Background: an optimization exercise with open tools, aiming at small area. Do not read the settings as production practice.
At most, simulation tests tie the RTL to the original design; equivalence was not proved.
Power figures rest on the tool's default switching activity, not on a simulated workload.

## oak
// sap1_top
module sap1_top (
    input  wire        clk,
    input  wire        btnC,
    input  wire        btnR,
    input  wire        btnL,
    input  wire [15:0] sw,
    output wire        sclk,
    output wire        mosi,
    output wire        cs_n,
    output reg  [6:0]  seg,
    output wire [3:0]  an,
    output wire [15:0] led
);
Size in the first run: roughly 1200 cells after synthesis, ~240 flip-flops, roughly 50 I/O pins, roughly 11000 µm² of cells after synthesis.
Settings: LEC_CHECK=0, ABC_AREA=1, CAP_MARGIN=20, CORE_MARGIN=2, CORE_UTILIZATION=40, CTS_BUF_LIST=sky130_fd_sc_hd__clkbuf_8, CTS_CLUSTER_DIAMETER=60, CTS_CLUSTER_SIZE=12, SLEW_MARGIN=20; clock period 15.0 ns.
run.sh (not shown) runs the stock make flow with config.mk's settings and CLKGATE_MAP_FILE= SYNTH_SCRIPT=/design/flow/synth_recipe.tcl, a recipe that flattens the netlist after the stock synthesis.
## Diff of input files: pine against oak
# oak
export LEC_CHECK = 0
export ABC_AREA = 1
export CAP_MARGIN = 20
export CORE_MARGIN = 2
export CORE_UTILIZATION = 40
export CTS_BUF_LIST = sky130_fd_sc_hd__clkbuf_8
export CTS_CLUSTER_DIAMETER = 60
export CTS_CLUSTER_SIZE = 12
export SLEW_MARGIN = 20
create_clock -name core_clock -period 15.0 [get_ports {clk}]
# pine
export LEC_CHECK = 0
export ABC_AREA = 0
export CAP_MARGIN = 20
export CORE_MARGIN = 2
export CORE_UTILIZATION = 40
export CTS_BUF_LIST = sky130_fd_sc_hd__clkbuf_8
export CTS_CLUSTER_DIAMETER = 60
export CTS_CLUSTER_SIZE = 12
export SLEW_MARGIN = 20
create_clock -name core_clock -period 15.0 [get_ports {clk}]
==> comparison <==
- Taking pine over oak, the maximum vdd drop ratio works out to 1.12.
- Diff pine..oak | post-route DRC violation count | unchanged
- Diff pine..oak | total power of the final layout | negligible
- Re power dissipated by switching net loads: oak and pine aren't equal, and the higher value belongs to pine.
- Going from oak to pine, filler cell count now sits lower; multiplexer share of the synthesized area increased by 6.3 points relative to the old numbers; area after synthesis climbed 0.99%.
- Wire length went up slightly going from oak to pine.
- Relative to oak, synthesized cell count decreased by 176 in pine.
- Run comparison: oak commonest non-fill, non-tap cell in the layout nand2_1; pine commonest non-fill, non-tap cell in the layout dfxtp_1
- Total area of sequential cells came out exactly the same in oak and pine.
- For final area, oak and pine come out practically identical.
No functional check of the RTL was part of any run of this note.

* * *

sap1_top, a different RTL version from the one above (not shown whole).
For scale: about 190 flip-flops, ~50 I/O pins, roughly 8000 sq um of cells after synthesis.
// sap1_top
module sap1_top (
    input  wire        clk,
    input  wire        btnC,
    input  wire        btnR,
    input  wire        btnL,
    input  wire [15:0] sw,
    output wire        sclk,
    output wire        mosi,
    output wire        cs_n,
    output wire [6:0]  seg,
    output wire [3:0]  an,
    output wire [15:0] led
);
  localparam [2:0] IDLE = 3'd0, SELECT_PROG = 3'd1, INPUT_A = 3'd2, INPUT_B = 3'd3,
                   WRITE_RAM = 3'd4, EXECUTE = 3'd5, WRITE_WAIT = 3'd6;
  reg [3:0] rcnt;
  always @(posedge clk)
    if (btnC) rcnt <= 4'b0111;
    else rcnt <= {rcnt[2:0], rcnt[3] & rcnt[2]};
  wire rst = (rcnt != 4'd0);
  reg [5:0] q;
  reg       run;
  always @(posedge clk)
    if (rst) begin
      q   <= 6'd15;
      run <= 1'b0;
    end else begin
      q <= q + 6'd1;
      if (q[4:0] == 5'd14) run <= 1'b1;
    end
  wire       halt;
  wire       tick     = run & ~halt;
  wire       pe       = tick & (q[4:0] == 5'd15);
  wire       ne       = tick & (q[4:0] == 5'd31);
  wire       spi_evt  = tick & (q[4:0] == 5'd20);
  wire       sap1_clk = tick & (q[4] ^ (q[3:0] == 4'd15));
  localparam [15:0] BT_FB = 16'd61583;
  reg       rl, ll;
  reg [3:0] rr, lr;
  reg       rs, ls, rf, lf, rlat, llat;
  reg [1:0] rsy, lsy;
  always @(posedge clk)
    if (rst) begin
      rl <= 1'b0; rr <= 4'd15; rs <= 1'b0; rf <= 1'b0; rlat <= 1'b0; rsy <= 2'b00;
      ll <= 1'b0; lr <= 4'd15; ls <= 1'b0; lf <= 1'b0; llat <= 1'b0; lsy <= 2'b00;
    end else begin
      rl <= btnR;
      rr <= (btnR != rl) ? 4'b1110 : {rr[2:0], BT_FB[rr]};
      if (rr == 4'd15) rs <= rl;
      rf <= rs & ~rf;
      if (rs & ~rf) rlat <= 1'b1;
      else if (rsy[1]) rlat <= 1'b0;
      if (pe) rsy <= {rsy[0], rlat};
      ll <= btnL;
      lr <= (btnL != ll) ? 4'b1110 : {lr[2:0], BT_FB[lr]};
  ...
Settings: LEC_CHECK=0, CAP_MARGIN=20, CORE_MARGIN=2, CORE_UTILIZATION=40, CTS_BUF_LIST=sky130_fd_sc_hd__clkbuf_8, CTS_CLUSTER_DIAMETER=60, CTS_CLUSTER_SIZE=12, SLEW_MARGIN=20; clock period 15.0 ns.
standard.sh (not shown) runs the stock make flow with config.mk's settings and CLKGATE_MAP_FILE= SYNTH_SCRIPT=/design/flow/synth_recipe.tcl, a recipe that flattens the netlist after the stock synthesis.
==> flow/flow/run.sh <==
#!/bin/bash
# Standard layout with these changes: synthesis maps the logic with an
# area-oriented abc script (flow/area.abc) and without the adder-cell step
# (registers are untouched), the ports are buffered with the smallest
# buffer, and the clock tree is built from mid-size buffers without dummy
# loads.
set -euo pipefail
export MY_ABC_SCRIPT="$PWD/flow/area.abc"
bash standard.sh SYNTH_SCRIPT="$PWD/flow/synth.tcl" ADDER_MAP_FILE= \
  BUFFER_PORTS_ARGS="-buffer_cell sky130_fd_sc_hd__buf_1" \
  CTS_ARGS="-sink_clustering_enable -repair_clock_nets -buf_list \"sky130_fd_sc_hd__clkbuf_4 sky130_fd_sc_hd__clkbuf_8\" -dont_use_dummy_load" \
  finish > make_flow.log 2>&1
==> flow/flow/area.abc <==
&get -n
&st
&syn3
&dch -f
&put
amap
topo
dnsize -c
==> flow/flow/synth.tcl <==
proc synth {args} { yosys synth -nofsm -noshare {*}$args }
proc abc {args} {
  if {[info exists ::env(MY_ABC_SCRIPT)]} {
    set i [lsearch -exact $args -script]
    if {$i >= 0} { lset args [expr {$i + 1}] $::env(MY_ABC_SCRIPT) }
  }
  yosys abc {*}$args
}
source $::env(SCRIPTS_DIR)/synth.tcl
# left out here: clear keep_hierarchy, flatten, clean up, hide names made inside functions, write 1_2_yosys.v
The first run stopped in 4_1_cts, error STA-0564.
Edit:
--- a/flow/flow/run.sh
+++ b/flow/flow/run.sh
@@ -9,4 +9,4 @@
 bash standard.sh SYNTH_SCRIPT="$PWD/flow/synth.tcl" ADDER_MAP_FILE= \
   BUFFER_PORTS_ARGS="-buffer_cell sky130_fd_sc_hd__buf_1" \
-  CTS_ARGS="-sink_clustering_enable -repair_clock_nets -buf_list \"sky130_fd_sc_hd__clkbuf_4 sky130_fd_sc_hd__clkbuf_8\" -dont_use_dummy_load" \
+  CTS_ARGS="-sink_clustering_enable -repair_clock_nets -buf_list sky130_fd_sc_hd__clkbuf_8 -sink_clustering_size 12 -sink_clustering_max_diameter 60 -dont_use_dummy_load" \
   finish > make_flow.log 2>&1
CORE_UTILIZATION = 65   (was 40)
PLACE_DENSITY = 0.75   (was unset)
With this change the flow ran to the end with no violations. Area after synthesis is unchanged. Synthesized cell count is unchanged.

* * *

== v21 ==
Another version of the RTL of sap1_top (not shown whole).
Size in the first run: ~1,000 cells after synthesis, roughly 50 I/O pins, about 9400 um^2 of cells after synthesis.
clock: 15.0 ns
lec_check: 0
cap_margin: 20
core_margin: 2
core_utilization: 40
cts_buf_list: sky130_fd_sc_hd__clkbuf_8
cts_cluster_diameter: 60
cts_cluster_size: 12
slew_margin: 20
==> flow/flow/run.sh <==
#!/bin/bash
# Standard layout with three changes: synthesis maps the logic with an
# area-oriented abc script (flow/area.abc; registers are untouched), the
# ports are buffered with the smallest buffer, and the clock tree uses no
# dummy loads.
set -euo pipefail
export MY_ABC_SCRIPT="$PWD/flow/area.abc"
bash standard.sh SYNTH_SCRIPT="$PWD/flow/synth.tcl" \
  BUFFER_PORTS_ARGS="-buffer_cell sky130_fd_sc_hd__buf_1" \
  CTS_ARGS="-sink_clustering_enable -repair_clock_nets -buf_list sky130_fd_sc_hd__clkbuf_8 -sink_clustering_size 12 -sink_clustering_max_diameter 60 -dont_use_dummy_load" \
  finish > make_flow.log 2>&1
Scripts as last shown in full above: flow/flow/area.abc, flow/flow/synth.tcl
The inputs of v35 differ from those of v21 as listed below.
==> flow/flow/run.sh <==
#!/bin/bash
# Standard layout with two changes: synthesis maps the logic with an
# area-oriented abc script (flow/area.abc; registers are untouched), and the
# ports are buffered with the smallest buffer.
set -euo pipefail
export MY_ABC_SCRIPT="$PWD/flow/area.abc"
bash standard.sh SYNTH_SCRIPT="$PWD/flow/synth.tcl" \
  BUFFER_PORTS_ARGS="-buffer_cell sky130_fd_sc_hd__buf_1" finish > make_flow.log 2>&1
--- outcome ---
- The setup slack in v35 sits 0.053 ns below the value recorded for v21.
- The sum of routed wire segments on met1 of v35 is higher than that of v21.
- Compared with v21, v35 shows a fraction of the cycle the final worst path needs that is 0.35 points higher.
- v35 reports its capturing instance or port of the critical path as mosi while v21 reports led[2].
- v35 vs. v21: data arrival time of the critical path has increased; fraction of synthesis flops using an asynchronous set or reset pin neither gained nor lost much.
- Relative to v21, the power measured on v35 has increased by a few percent.
- Comparing final cell area excluding filler cells for v35 and v21, the smaller number came from v21.
- Reported for v35 and v21, number of sinks handled by clock tree synthesis turned out identical to the last digit.
Inputs modified between v35 and v27:
==> flow/flow/run.sh <==
#!/bin/bash
# Standard layout, with the smallest buffer on the ports.
set -euo pipefail
bash standard.sh BUFFER_PORTS_ARGS="-buffer_cell sky130_fd_sc_hd__buf_1" finish > make_flow.log 2>&1
removed: flow/flow/area.abc
removed: flow/flow/synth.tcl
[summary]
Going from v35 to v27, minimum clock period after layout shrinks by 0.36 ns. Changes observed in v27 relative to v35: die outline area saw an increase; number of logic stages on the critical path including buffering saw a decrease; power saw an increase; total of plain and repair buffers excluding clock buffers saw a decrease; starting density of the core saw an increase. Summary of v27 over v35: final non-filler cell area increased 540 um^2; multi-input combinational area share increased 4.9 points.

* * *

Setup of run a:
Another version of the RTL of sap1_top (not shown whole).
Size: about 50 I/O pins.
Design sap1_top, start of the top module:
module sap1_top (
    input  wire        clk,
    input  wire        btnC,
    input  wire        btnR,
    input  wire        btnL,
    input  wire [15:0] sw,
    output wire        sclk,
    output wire        mosi,
    output wire        cs_n,
    output wire [6:0]  seg,
    output wire [3:0]  an,
    output wire [15:0] led
);
Settings: LEC_CHECK=0, CAP_MARGIN=20, CORE_MARGIN=2, CORE_UTILIZATION=65, CTS_BUF_LIST=sky130_fd_sc_hd__clkbuf_8, CTS_CLUSTER_DIAMETER=60, CTS_CLUSTER_SIZE=12, PLACE_DENSITY=0.75, SLEW_MARGIN=20; clock period 15.0 ns.
==> flow/flow/run.sh <==
#!/bin/bash
# Standard layout with these changes: synthesis maps the logic with an
# area-oriented abc script (flow/area.abc) and without the adder-cell step
# (registers are untouched), the ports are buffered with the smallest
# buffer, and the clock tree is built from mid-size buffers without dummy
# loads.
set -euo pipefail
export MY_ABC_SCRIPT="$PWD/flow/area.abc"
bash standard.sh SYNTH_SCRIPT="$PWD/flow/synth.tcl" ADDER_MAP_FILE= \
  BUFFER_PORTS_ARGS="-buffer_cell sky130_fd_sc_hd__buf_1" \
  CTS_ARGS="-sink_clustering_enable -repair_clock_nets -buf_list sky130_fd_sc_hd__clkbuf_8 -sink_clustering_size 12 -sink_clustering_max_diameter 60 -dont_use_dummy_load" \
  finish > make_flow.log 2>&1
==> flow/flow/area.abc <==
&get -n
&st
&syn3
&syn3
&dch -f
&put
amap
topo
dnsize -c
==> flow/flow/synth.tcl <==
proc synth {args} { yosys synth -nofsm -noshare {*}$args }
proc abc {args} {
  if {[info exists ::env(MY_ABC_SCRIPT)]} {
    set i [lsearch -exact $args -script]
    if {$i >= 0} { lset args [expr {$i + 1}] $::env(MY_ABC_SCRIPT) }
  }
  yosys abc {*}$args
}
source $::env(SCRIPTS_DIR)/synth.tcl
# left out here: clear keep_hierarchy, flatten, clean up, hide names made inside functions, write 1_2_yosys.v
#### Input delta (run b over run a)
--- a/flow/flow/area.abc
+++ b/flow/flow/area.abc
@@ -3,2 +3,8 @@
 &syn3
+&dch -f
+&put
+amap
+strash
+&get -n
+&st
 &syn3
- Cell area across run b and run a: no real change.
- The die area of run a and that of run b are within noise of each other.
- For the worst setup slack, run b came in 95 ps lower than run a did.

* * *

sap1_top, a different RTL version from the one above (not shown whole).
Size in the first run: about 1000 cells after synthesis, about 230 flip-flops, ~50 I/O pins.
export LEC_CHECK = 0
export CAP_MARGIN = 20
export CORE_MARGIN = 2
export CORE_UTILIZATION = 40
export CTS_BUF_LIST = sky130_fd_sc_hd__clkbuf_8
export CTS_CLUSTER_DIAMETER = 60
export CTS_CLUSTER_SIZE = 12
export SLEW_MARGIN = 20
create_clock -name core_clock -period 15.0 [get_ports {clk}]
==> flow/flow/run.sh <==
#!/bin/bash
# Standard layout with these changes: synthesis maps the logic with an
# area-oriented abc script (flow/area.abc; registers are untouched), the
# ports are buffered with the smallest buffer, and the clock tree is built
# from mid-size buffers without dummy loads.
set -euo pipefail
export MY_ABC_SCRIPT="$PWD/flow/area.abc"
bash standard.sh SYNTH_SCRIPT="$PWD/flow/synth.tcl" \
  BUFFER_PORTS_ARGS="-buffer_cell sky130_fd_sc_hd__buf_1" \
  CTS_ARGS="-sink_clustering_enable -repair_clock_nets -buf_list sky130_fd_sc_hd__clkbuf_8 -sink_clustering_size 18 -sink_clustering_max_diameter 80 -dont_use_dummy_load" \
  finish > make_flow.log 2>&1
==> flow/flow/area.abc <==
&get -n
&st
&syn3
&dch -f
&put
amap
topo
dnsize -c
Scripts as last shown in full above: flow/flow/synth.tcl
Then changed:
--- a/flow/flow/run.sh
+++ b/flow/flow/run.sh
@@ -8,4 +8,4 @@
 bash standard.sh SYNTH_SCRIPT="$PWD/flow/synth.tcl" \
   BUFFER_PORTS_ARGS="-buffer_cell sky130_fd_sc_hd__buf_1" \
-  CTS_ARGS="-sink_clustering_enable -repair_clock_nets -buf_list sky130_fd_sc_hd__clkbuf_8 -sink_clustering_size 18 -sink_clustering_max_diameter 80 -dont_use_dummy_load" \
+  CTS_ARGS="-sink_clustering_enable -repair_clock_nets -buf_list sky130_fd_sc_hd__clkbuf_8 -sink_clustering_size 12 -sink_clustering_max_diameter 60 -dont_use_dummy_load" ADDER_MAP_FILE= \
   finish > make_flow.log 2>&1
=> Area after synthesis drops by 3.1%; final area went down by 2.3%; via count goes down by 0.34%; worst setup slack improved by 0.081 ns; cell count decreases by 1.3%.

* * *

Setup of v59:
Another version of the RTL of sap1_top (not shown whole).
Size in the first run: about 1500 cells after synthesis, ~240 flip-flops, roughly 50 I/O pins.
Settings: LEC_CHECK=0, CAP_MARGIN=20, CORE_MARGIN=2, CORE_UTILIZATION=40, SLEW_MARGIN=20; clock period 15.0 ns.
run.sh (not shown) runs the stock make flow with config.mk's settings and CLKGATE_MAP_FILE= SYNTH_SCRIPT=/design/flow/synth_recipe.tcl, a recipe that flattens the netlist after the stock synthesis.
Stock flow here: none of the scripts above is used.
The flow did not stop early for v59: all stages ran, and the layout cleared the timing, design-rule and antenna checks.
Here is what was changed in the inputs of v7 compared with v59.
-- flow/config.mk --
<<< v59, line 6
export NUM_CORES = 4
export LEC_CHECK = 0
export CAP_MARGIN = 20
export CORE_MARGIN = 2
export CORE_UTILIZATION = 40
export SLEW_MARGIN = 20
>>> v7, line 6
export NUM_CORES = 4
export LEC_CHECK = 0
export ABC_AREA = 1
export CAP_MARGIN = 20
export CORE_MARGIN = 2
export CORE_UTILIZATION = 40
export CTS_BUF_LIST = sky130_fd_sc_hd__clkbuf_2 sky130_fd_sc_hd__clkbuf_4
export CTS_CLUSTER_SIZE = 30
export GPL_TIMING_DRIVEN = 0
export SLEW_MARGIN = 20
[summary]
Going from v59 to v7, the cell depth of the worst hold path was found to have gone down by 1. Largest power group = clock: v59; largest power group = sequential cells: v7. Met1 capacity usage during global routing delta for v7 relative to v59: 3.0 points higher. v7 completed every stage of the flow, and the final layout passed the timing, design-rule and antenna checks. What v7 reported for post-layout total power has to be multiplied by 1.08 to get the figure for v59. v7 vs. v59: area after synthesis lower, wire length on met2 higher, time the worst path needs with I/O delays and setup moved down, per-cell via count in the routed design lost about 2.1%, top fanout value on the critical path lower. Number of distinct standard cells referenced by the synthesized netlist (v59 / v7): 1.9.
The following lists how v2 was set up differently from v7:
-- flow/config.mk --
<<< v7, line 10
export CORE_MARGIN = 2
export CORE_UTILIZATION = 40
export CTS_BUF_LIST = sky130_fd_sc_hd__clkbuf_2 sky130_fd_sc_hd__clkbuf_4
export CTS_CLUSTER_SIZE = 30
export GPL_TIMING_DRIVEN = 0
export SLEW_MARGIN = 20
>>> v2, line 10
export CORE_MARGIN = 2
export CORE_UTILIZATION = 40
export CTS_BUF_LIST = sky130_fd_sc_hd__clkbuf_4
export SLEW_MARGIN = 20
==> comparison <==
ist[0] as the worst setup path startpoint was reported by v7, and bc[0] by v2.
v2 against v7: logic depth of the worst register-to-register path rose by about 7%; number of clock buffers in the layout fell by 4.4%; area added between synthesis and finish fell by 1.4 points; cell count along the critical path fell by 2.
On cell area after layout: between v2 and v7, it ends up lower for v2.
v2: HPWL reported at the end of detailed placement 14% below v7
Total power: v2 vs v7 up 0.60%
Taking v7 as the reference, in v2 required time at the worst-slack endpoint ~0 delta, global router's overall resource usage lost 1.5 points.
Taking v2 as 1.0, v7 lands at 1.12 on power in combinational cells.

## afterwards: timing with drivers on the ports
No port has a modelled driver above. Below, the same layouts with a new extraction and two added sets of constraints. Step 1 assumes that a clkbuf_16 drives the clock port and a buf_2 every other input. Step 2 adds t to the input delays and takes it off the output delays; t is the mean of the earliest and latest rising clock arrival at the registers after step 1. Input paths then give back, and output paths get back, about the clock's delay inside the block. a / b / c = no drivers / after step 1 / after step 2; a / b = the first two.
run | t (ns) | setup slack, ns | worst setup path at the end | clock arrival spread, ns | worst register clock-pin slew, ns
oak | 0.578 | 8.779 / 8.736 / 9.314 | register to output | 0.018 / 0.018 | 0.09 / 0.09
pine | 0.584 | 8.658 / 8.619 / 9.203 | register to output | 0.034 / 0.034 | 0.09 / 0.09
the second run of note 2 | 0.490 | 8.514 / 8.478 / 8.968 | register to output | 0.034 / 0.033 | 0.10 / 0.10
v21 | 0.557 | 8.646 / 8.608 / 9.165 | register to output | 0.019 / 0.018 | 0.09 / 0.09
v35 | 0.560 | 8.593 / 8.555 / 9.116 | register to output | 0.019 / 0.019 | 0.09 / 0.09
v27 | 0.583 | 8.955 / 8.916 / 9.499 | register to output | 0.021 / 0.021 | 0.09 / 0.09
run a | 0.485 | 8.395 / 8.359 / 8.844 | register to output | 0.032 / 0.032 | 0.10 / 0.10
run b | 0.482 | 8.300 / 8.263 / 8.746 | register to output | 0.027 / 0.027 | 0.09 / 0.09
the first run of note 5 | 0.544 | 8.475 / 8.435 / 8.979 | register to output | 0.044 / 0.044 | 0.11 / 0.11
the second run of note 5 | 0.553 | 8.556 / 8.518 / 9.071 | register to output | 0.050 / 0.050 | 0.08 / 0.08
v59 | 0.569 | 7.025 / 7.025 / 7.025 | register to register | 0.010 / 0.010 | 0.06 / 0.06
v7 | 0.739 | 7.939 / 7.898 / 8.637 | register to output | 0.045 / 0.044 | 0.07 / 0.07
v2 | 0.666 | 8.150 / 8.111 / 8.778 | register to output | 0.061 / 0.061 | 0.07 / 0.07
After both steps setup and hold are still met in every run listed.
